This design comes from an exercise in tuning for small area on the open sky130 flow, not from production work.
In this exercise RTL edits were held to simulation tests only and were not proved equivalent to the original.

==> job 4614: inputs <==
// tpumac
module tpumac
 #(parameter BITS_AB=8,
   parameter BITS_C=16)
  (
   input clk, rst_n, WrEn, en,
   input signed [BITS_AB-1:0] Ain,
   input signed [BITS_AB-1:0] Bin,
   input signed [BITS_C-1:0] Cin,
   output reg signed [BITS_AB-1:0] Aout,
   output reg signed [BITS_AB-1:0] Bout,
   output reg signed [BITS_C-1:0] Cout
  );
  wire ld0, acc1, ag2, ag3, ag4, ag5, ag6, ag7, ag8, ag9, ldn10, mn11, mn12, mn13, mn14, mn15;
  wire mn16, mn17, mn18, mn19, mn20, mn21, mn22, mn23, mn24, mn25, mn26, pp27, pp28, pp29, pp30, pp31;
  wire pp32, pp33, pp34, pp35, pp36, pp37, pp38, pp39, pp40, pp41, pp42, pp43, pp44, pp45, pp46, pp47;
  wire pp48, pp49, pp50, pp51, pp52, pp53, pp54, pp55, pp56, pp57, pp58, pp59, pp60, pp61, pp62, pp63;
  wire pp64, pp65, pp66, pp67, pp68, pp69, pp70, pp71, pp72, pp73, pp74, pp75, pp76, pp77, pp78, pp79;
  wire pp80, pp81, pp82, pp83, pp84, pp85, pp86, pp87, pp88, pp89, pp90, pp91, s92, hc93, f94, f95;
  wire s96, hc97, f98, f99, f100, f101, s102, hc103, f104, f105, f106, f107, f108, f109, s110, hc111;
  wire f112, f113, f114, f115, f116, f117, f118, f119, s120, hc121, f122, f123, f124, f125, f126, f127;
  wire f128, f129, f130, f131, f132, f133, f134, f135, f136, f137, f138, f139, f140, f141, hs142, hc143;
  wire f144, f145, f146, f147, f148, f149, f150, f151, f152, f153, f154, f155, f156, f157, f158, f159;
  wire f160, f161, f162, f163, f164, f165, f166, f167, f168, f169, hs170, hc171, f172, f173, f174, f175;
  wire f176, f177, f178, f179, f180, f181, f182, f183, f184, f185, f186, f187, f188, f189, f190, f191;
  wire f192, f193, f194, f195, hs196, hc197, f198, f199, f200, f201, f202, f203, f204, f205, hs206, hc207;
  wire f208, f209, f210, f211, f212, f213, hs214, hc215, f216, f217, f218, f219, f220, f221, f222, f223;
  wire hs224, hc225, f226, f227, g228, p229, g230, p231, i232, g233, p234, i235, g236, p237, g238, p239;
  wire g240, p241, i242, g243, p244, i245, G246, T247, T248, G249, T250, T251, G252, i253, G254, G255;
  wire i256, T257, i258, G259, T260, i261, i264, G265, G266, G267, G268, G269, G270, s273, s274, s275;
  wire s276, s277, s278, s279, s280, s281, s282;
  assign ld0 = en & WrEn;
  assign acc1 = ~WrEn & en;
  assign ag2 = Ain[0] & acc1;
  assign ag3 = Ain[1] & acc1;
  assign ag4 = Ain[2] & acc1;
  assign ag5 = Ain[3] & acc1;
  assign ag6 = Ain[4] & acc1;
  assign ag7 = Ain[5] & acc1;
  assign ag8 = Ain[6] & acc1;
  ...
Settings: LEC_CHECK=0, CAP_MARGIN=20, CORE_MARGIN=2, CORE_UTILIZATION=85, GPL_TIMING_DRIVEN=0, SLEW_MARGIN=20; clock period 5.2 ns.
standard.sh (not shown) runs the stock make flow with config.mk's settings and CLKGATE_MAP_FILE= SYNTH_SCRIPT=/design/flow/synth_recipe.tcl, a recipe that flattens the netlist after the stock synthesis.
==> flow/flow/run.sh <==
#!/bin/bash
# Own layout flow: the standard synthesis is run unchanged (it names the registers), then
# its combinational mapping is replaced by flow/netlist.v, the same circuit as rtl/tpumac.sv
# mapped cell for cell by gen/gen.py, after checking that both have the same registers (name
# and cell type). The rest is the standard layout, with the port buffers made of buf_1.
set -euo pipefail
R=orfs/results/${FLOW_PLATFORM}/tpumac/base
bash standard.sh synth > run_synth.log 2>&1
python3 flow/swap.py "$R/1_2_yosys.v" flow/netlist.v > run_swap.log 2>&1
rm -f "$R/1_synth.odb" "$R/1_synth.sdc"
export BUFFER_PORTS_ARGS="-buffer_cell sky130_fd_sc_hd__buf_1"
export CTS_ARGS="-sink_clustering_enable -repair_clock_nets -dont_use_dummy_load -root_buf sky130_fd_sc_hd__clkbuf_4 -buf_list {sky130_fd_sc_hd__clkbuf_4}"
bash standard.sh finish > run_finish.log 2>&1
Other scripts of this flow, unchanged in this note and not shown: flow/flow/netlist.v, flow/flow/swap.py
==> job 7179 (differences from job 4614) <==
--- a/flow/config.mk
+++ b/flow/config.mk
@@ -8,5 +8,5 @@
 export CAP_MARGIN = 20
 export CORE_MARGIN = 2
-export CORE_UTILIZATION = 85
+export CORE_UTILIZATION = 60
 export GPL_TIMING_DRIVEN = 0
 export SLEW_MARGIN = 20
==> flow_summary.ini <==
[layout]
layout_common_cells = 65 x buf_1, 57 x fa_1, 56 x nand2_1
drive_gt1_frac = 0.0640
layoutNonFillerInstCount = 411

[outcome]
status = no timing/DRC/antenna violations

[die]
num_rows = 25
die_height_um = 74.7
die_w_um = 74.7

[sta]
setup_ws_ps = 235
min_period_over_period = 0.955
tightestPinTransition_ps = 745

[global_routing]
grtUsageMet2 = 0.477

[clocking]
cts_tree = done
[end of results for job 7179]
==> flow_summary.ini <==
[die]
num_rows = 21
initial_core_util = 0.891
io_pins = 68
die_w_um = 63.4
die_height_um = 63.4

[yosys]
synth_area_per_cell_um2 = 11.0
netlist_area_um2 = 3000
synth_warnings = 1
synthCells = 273
synth_nets = 366

[outcome]
haltStage = 3_3_place_gp
error = [ERROR GPL-0301] Utilization 101.502 % exceeds 100%.
status = did not finish

[placement]
io_buffer_count = 66
[end of results for job 4614]

==> port drivers added, routing unchanged <==
How much do the figures lean on ideal ports? The routed layout below was timed once more, with nothing changed but the port constraints. Step 1 assumes that a clkbuf_16 drives the clock port and a buf_2 every other input. Step 2 also shifts input and output timing later by t, the mid clock arrival at the registers, as if the neighbouring blocks saw the same clock. Three values: ideal ports, drivers, drivers and shift; two values: the first two.
run: job 7179
t, ns: 0.359
setup WS [ns]: 0.235 / 0.239 / -0.120
hold slack, ns: 0.508 / 0.508 / 0.508
worst setup path after step 2: input to register
pins driven straight from the clock port: 1
With both steps, setup timing fails in job 7179, where it was met with ideal ports. The setup slack of job 7179 moves by +0.004 ns with the drivers and by -0.355 ns with both steps.
